From an optimization exercise on the open Yosys and OpenROAD flow, aimed at small area, a short achievable clock period and few clock cycles per item; shortcuts taken in it are not production practice.
At most, simulation tests tie the RTL to the original design; equivalence was not proved.
Power is estimated from default activity; no workload was simulated.

==> flow/design.v <==
`timescale 1ns/1ps
`default_nettype none
module multiplier #(parameter WIDTH = 64) (
    input  wire [WIDTH:0]   s_in,
    input  wire [WIDTH:0]   c_in,
    input  wire             e_in,
    input  wire [1:0]       a_in,
    input  wire [WIDTH-1:0] b_in,
    input  wire [WIDTH-1:0] n_in,
    input  wire             n1_in,    
    input  wire             iter,     
    input  wire             sub,      
    output logic [WIDTH:0]   s_out,
    output logic [WIDTH:0]   c_out,
    output logic            e_out
    );
    localparam TW = WIDTH + 3;
    logic [TW-1:0] s, c, r1, r2, r3, r4;
    logic [TW-1:0] s1, c1, s2, c2, s3, c3, s4, c4;
    logic [1:0] t, q;
    assign s  = {2'b00, s_in};
    assign c  = {2'b00, c_in};
    assign r1 = a_in[0] ? {3'b000, b_in} : {TW{1'b0}};
    assign r2 = a_in[1] ? {2'b00, b_in, 1'b0} : {TW{1'b0}};
    assign t = s_in[1:0] + c_in[1:0] + {1'b0, e_in} + r1[1:0] + r2[1:0];
    assign q = {iter & (t[1] ^ (t[0] & ~n1_in)), iter & t[0]};
    assign r3 = {{3{sub}}, (n_in & {WIDTH{q[0]}}) | (~n_in & {WIDTH{sub}})};
    assign r4 = q[1] ? {2'b00, n_in, 1'b0} : {TW{1'b0}};
    assign s1 = s ^ c ^ r1;
    assign c1 = {(s[TW-2:0] & c[TW-2:0]) | (s[TW-2:0] & r1[TW-2:0]) | (c[TW-2:0] & r1[TW-2:0]), e_in};
    assign s2 = s1 ^ c1 ^ r2;
    assign c2 = {(s1[TW-2:0] & c1[TW-2:0]) | (s1[TW-2:0] & r2[TW-2:0]) | (c1[TW-2:0] & r2[TW-2:0]), sub};
    assign s3 = s2 ^ c2 ^ r3;
    assign c3 = {(s2[TW-2:0] & c2[TW-2:0]) | (s2[TW-2:0] & r3[TW-2:0]) | (c2[TW-2:0] & r3[TW-2:0]), 1'b0};
    assign s4 = s3 ^ c3 ^ r4;
    assign c4 = {(s3[TW-2:0] & c3[TW-2:0]) | (s3[TW-2:0] & r4[TW-2:0]) | (c3[TW-2:0] & r4[TW-2:0]), 1'b0};
    always_comb begin
        if (iter) begin
            s_out = s4[TW-1:2];
            c_out = c4[TW-1:2];
            e_out = s4[1] & c4[1];
        end else begin
            s_out = s4[WIDTH:0];
            c_out = c4[WIDTH:0];
            e_out = 1'b0;
        end
    end
endmodule
`default_nettype wire
`timescale 1ns/1ps
`default_nettype none
module mont_reduction (
    input  wire [7:0]  x,
    output logic [2:0] pos
    );
    always_comb begin
        pos = 3'd0;
        for (int i = 0; i < 8; i++)
            if (x[i]) pos = i[2:0];
    end
endmodule
`default_nettype wire
`timescale 1ns/1ps
`default_nettype none
module mod_exponent #(parameter WIDTH = 64) (
    input wire clk_in,
    input wire rst_in,
    input wire [WIDTH-1:0] base,
    input wire [WIDTH-1:0] exponent,
    input wire [WIDTH-1:0] modulo,
    input wire [WIDTH-1:0] inv_modulo,
    input wire [WIDTH:0] R,
    input wire [WIDTH-1:0] start_product,
    input wire valid_in,
    input wire ready_in,
    output logic [WIDTH-1:0] c_out,
    output logic valid_out,
    output logic busy_out
    );
    localparam ST_IDLE = 3'd0, ST_SCAN = 3'd1, ST_ITER = 3'd2, ST_SETTLE = 3'd3,
               ST_FIX = 3'd4, ST_DONE = 3'd5, ST_SUB = 3'd6;
    localparam OP_SQ = 2'd0, OP_MUL = 2'd1, OP_CONV = 2'd2;
    logic [2:0] state, state_n;
    logic [1:0] op, op_n;
    logic [WIDTH-1:0] acc;
    logic n1_r;                  
    logic [7:0] bgrp;            
    logic [WIDTH:0] s_r, c_r;
    logic e_r;
    logic [1:0] a_r;
    logic [4:0] cnt;
    logic [6:0] idx, idx_n;      
    logic [7:0] grp;             
    logic scan_wait;             
    logic iter_r, sub_r;         
    logic subbed;                
    logic [WIDTH:0] s_nx, c_nx;
    logic e_nx;
    multiplier #(.WIDTH(WIDTH)) step (
        .s_in(s_r), .c_in(c_r), .e_in(e_r), .a_in(a_r), .b_in(acc), .n_in(modulo),
        .n1_in(n1_r), .iter(iter_r), .sub(sub_r),
        .s_out(s_nx), .c_out(c_nx), .e_out(e_nx));
    logic [2:0] top_pos;
    mont_reduction lead (.x(grp), .pos(top_pos));
    assign c_out = acc;
    wire settled = (c_r == '0) && !e_r;
    wire ebit = grp[idx[2:0]];
    wire need_sub = s_r[WIDTH];
    wire [4:0] cnt1 = cnt + 5'd1;
    wire [4:0] cnt2 = cnt + 5'd2;
    logic ld_acc, ld_base, clr, set_one;
    logic [1:0] a_n;
    always_comb begin
        state_n = state;
        op_n = op;
        idx_n = idx;
        ld_acc = 1'b0;       
        ld_base = 1'b0;      
        clr = 1'b0;          
        set_one = 1'b0;      
        a_n = 2'b00;
        case (op)
            OP_SQ:   a_n = acc[{cnt1, 1'b0} +: 2];
            OP_MUL:  a_n = bgrp[{cnt1[1:0], 1'b0} +: 2];
            default: a_n = 2'b00;
        endcase
        if (state != ST_ITER || cnt == 5'd31) a_n = 2'b00;
        case (state)
            ST_IDLE: begin
                idx_n = 7'd63;
                if (valid_in) state_n = ST_SCAN;
            end
            ST_SCAN: begin
                ld_base = 1'b1;
                clr = 1'b1;
                if (scan_wait) begin
                end else if (grp != 8'd0) begin
                    idx_n = {1'b0, idx[5:3], top_pos} - 7'd1;
                    state_n = ST_ITER;
                    if (idx[5:3] == 3'd0 && top_pos == 3'd0) begin
                        op_n = OP_CONV;
                        a_n = 2'b01;
                    end else begin
                        op_n = OP_SQ;
                        a_n = base[1:0];
                    end
                end else if (idx[5:3] == 3'd0) begin
                    op_n = OP_CONV;
                    set_one = 1'b1;
                    state_n = ST_SETTLE;
                end else begin
                    idx_n = idx - 7'd8;
                end
            end
            ST_ITER: begin
                if (cnt == 5'd31) state_n = ST_SETTLE;
            end
            ST_SETTLE: begin
                if (settled && need_sub) begin
                    state_n = ST_SUB;
                end else if (!settled && !subbed && (s_r[WIDTH] || c_r[WIDTH])) begin
                    state_n = ST_SUB;
                end else if (settled) begin
                    ld_acc = 1'b1;
                    if (op == OP_CONV) begin
                        state_n = ST_SUB;
                    end else begin
                        clr = 1'b1;
                        state_n = ST_ITER;
                        if (op == OP_SQ && ebit) begin
                            op_n = OP_MUL;
                            a_n = bgrp[1:0];
                        end else if (idx[5:0] == 6'd0) begin
                            op_n = OP_CONV;
                            a_n = 2'b01;
                        end else begin
                            idx_n = idx - 7'd1;
                            op_n = OP_SQ;
                            a_n = s_r[1:0];
                        end
                    end
                end
            end
            ST_SUB: state_n = (op == OP_CONV) ? ST_FIX : ST_SETTLE;
            ST_FIX: begin
                if (settled) begin
                    ld_acc = !s_r[WIDTH];
                    state_n = ST_DONE;
                end
            end
            ST_DONE: if (ready_in) state_n = ST_IDLE;
            default: state_n = ST_IDLE;
        endcase
        if (rst_in) state_n = ST_IDLE;
    end
    always_ff @(posedge clk_in) begin
        n1_r <= modulo[1];
        bgrp <= base[{(state == ST_ITER) ? cnt2[4:2] : 3'd0, 3'b000} +: 8];
        grp <= exponent[{idx[5:3], 3'b000} +: 8];
        scan_wait <= (state == ST_IDLE) || ((state == ST_SCAN) && !scan_wait);
        idx <= idx_n;
        state <= state_n;
        op <= op_n;
        iter_r <= state_n == ST_ITER;
        sub_r <= state_n == ST_SUB;
        if (state == ST_SUB) subbed <= 1'b1;
        else if (state == ST_ITER) subbed <= 1'b0;
        a_r <= a_n;
        cnt <= (state == ST_ITER) ? cnt1 : 5'd0;
        if (clr || set_one) begin
            s_r <= {{WIDTH{1'b0}}, set_one};
            c_r <= '0;
            e_r <= 1'b0;
        end else begin
            s_r <= s_nx;
            c_r <= c_nx;
            e_r <= e_nx;
        end
        if (ld_base) acc <= base;
        else if (ld_acc) acc <= s_r[WIDTH-1:0];
        if (rst_in) begin
            busy_out <= 1'b0;
            valid_out <= 1'b0;
        end else begin
            if (state == ST_IDLE && valid_in) busy_out <= 1'b1;
            if (state == ST_FIX && settled) begin
                busy_out <= 1'b0;
                valid_out <= 1'b1;
            end
            if (state == ST_DONE && ready_in) valid_out <= 1'b0;
        end
    end
endmodule
`default_nettype wire
==> flow/config.mk <==
export PLATFORM = sky130hd
export DESIGN_NAME = mod_exponent
export DESIGN_NICKNAME = mod_exponent
export VERILOG_FILES = /design/flow/design.v
export SDC_FILE = /design/flow/constraint.sdc
export NUM_CORES = 4
export LEC_CHECK = 0
export CAP_MARGIN = 20
export CORE_MARGIN = 2
export CORE_UTILIZATION = 55
export CTS_BUF_LIST = sky130_fd_sc_hd__clkbuf_16
export CTS_CLUSTER_DIAMETER = 60
export CTS_CLUSTER_SIZE = 22
export PLACE_DENSITY = 0.65
export SLEW_MARGIN = 20
==> flow/constraint.sdc <==
create_clock -name core_clock -period 10.0 [get_ports {clk_in}]
set_input_delay 2.0000 -clock core_clock [delete_from_list [all_inputs] [get_ports {clk_in}]]
set_output_delay 2.0000 -clock core_clock [all_outputs]
set_load 0.01 [all_outputs]
standard.sh (not shown) runs the stock make flow with config.mk's settings and CLKGATE_MAP_FILE= SYNTH_SCRIPT=/design/flow/synth_recipe.tcl, a recipe that flattens the netlist after the stock synthesis.
==> flow/flow/run.sh <==
#!/bin/bash
# Standard layout, with timing repair aiming well below the clock period so
# the resizer works on the paths that set the achieved period, and small
# port buffers (every port still gets one).
set -euo pipefail
export SETUP_SLACK_MARGIN=6.7
export BUFFER_PORTS_ARGS="-buffer_cell sky130_fd_sc_hd__buf_1"
bash standard.sh > standard.log 2>&1
Edit:
--- a/flow/design.v
+++ b/flow/design.v
@@ -90,13 +90,12 @@
     logic [1:0] a_r;
     logic [4:0] cnt;
     logic [6:0] idx, idx_n;      
     logic [7:0] grp;             
     logic scan_wait;             
     logic iter_r, sub_r;         
-    logic subbed;                
     logic [WIDTH:0] s_nx, c_nx;
     logic e_nx;
     multiplier #(.WIDTH(WIDTH)) step (
         .s_in(s_r), .c_in(c_r), .e_in(e_r), .a_in(a_r), .b_in(acc), .n_in(modulo),
         .n1_in(n1_r), .iter(iter_r), .sub(sub_r),
         .s_out(s_nx), .c_out(c_nx), .e_out(e_nx));
@@ -155,14 +154,12 @@
             ST_ITER: begin
                 if (cnt == 5'd31) state_n = ST_SETTLE;
             end
             ST_SETTLE: begin
                 if (settled && need_sub) begin
                     state_n = ST_SUB;
-                end else if (!settled && !subbed && (s_r[WIDTH] || c_r[WIDTH])) begin
-                    state_n = ST_SUB;
                 end else if (settled) begin
                     ld_acc = 1'b1;
                     if (op == OP_CONV) begin
                         state_n = ST_SUB;
                     end else begin
                         clr = 1'b1;
@@ -200,14 +197,12 @@
         scan_wait <= (state == ST_IDLE) || ((state == ST_SCAN) && !scan_wait);
         idx <= idx_n;
         state <= state_n;
         op <= op_n;
         iter_r <= state_n == ST_ITER;
         sub_r <= state_n == ST_SUB;
-        if (state == ST_SUB) subbed <= 1'b1;
-        else if (state == ST_ITER) subbed <= 1'b0;
         a_r <= a_n;
         cnt <= (state == ST_ITER) ? cnt1 : 5'd0;
         if (clr || set_one) begin
             s_r <= {{WIDTH{1'b0}}, set_one};
             c_r <= '0;
             e_r <= 1'b0;
After rerunning: Global-route usage falls by 1.0 points; routed wire length falls by 6.0%; non-clock buffer count falls by 19; clock-buffer cell count rises by 3; synthesized cell count falls by 0.62%; synthesized area falls by 0.44%; register-to-register slack improves by 0.04 ns; fmax rises by 1.2%; setup slack improves by 0.040 ns; total power rises by about 13%.
Testbench counts after the change, summed over its fixed seeds: cycles 63,316, items 32.
No functional check of the RTL was part of the first run of this note.

-- separate check: timing with driven ports --
In the flow no input, the clock included, has a driving cell. The finished layouts below were timed again as built, in two steps.
Step 1, drivers: a clkbuf_16 drives clk_in and a buf_2 each remaining input, both assumed.
Step 2 also shifts input and output timing later by t, the mid clock arrival at the registers, as if the neighbouring blocks saw the same clock.
Three values: ideal ports, drivers, drivers and shift; two values: the first two.
run | shift t [ns] | slack for setup (ns) | hold slack, ns | worst setup path after step 2
the first run | 0.587 | 6.677 / 6.646 / 6.171 | 0.526 / 0.526 / 0.526 | input to register
the second run | 0.587 | 6.717 / 6.712 / 6.191 | 0.475 / 0.475 / 0.475 | input to register
After both steps setup and hold are still met in every run listed. For the second run, which loses most, drivers alone change the setup slack by -0.005 ns; drivers and shift together by -0.526 ns.
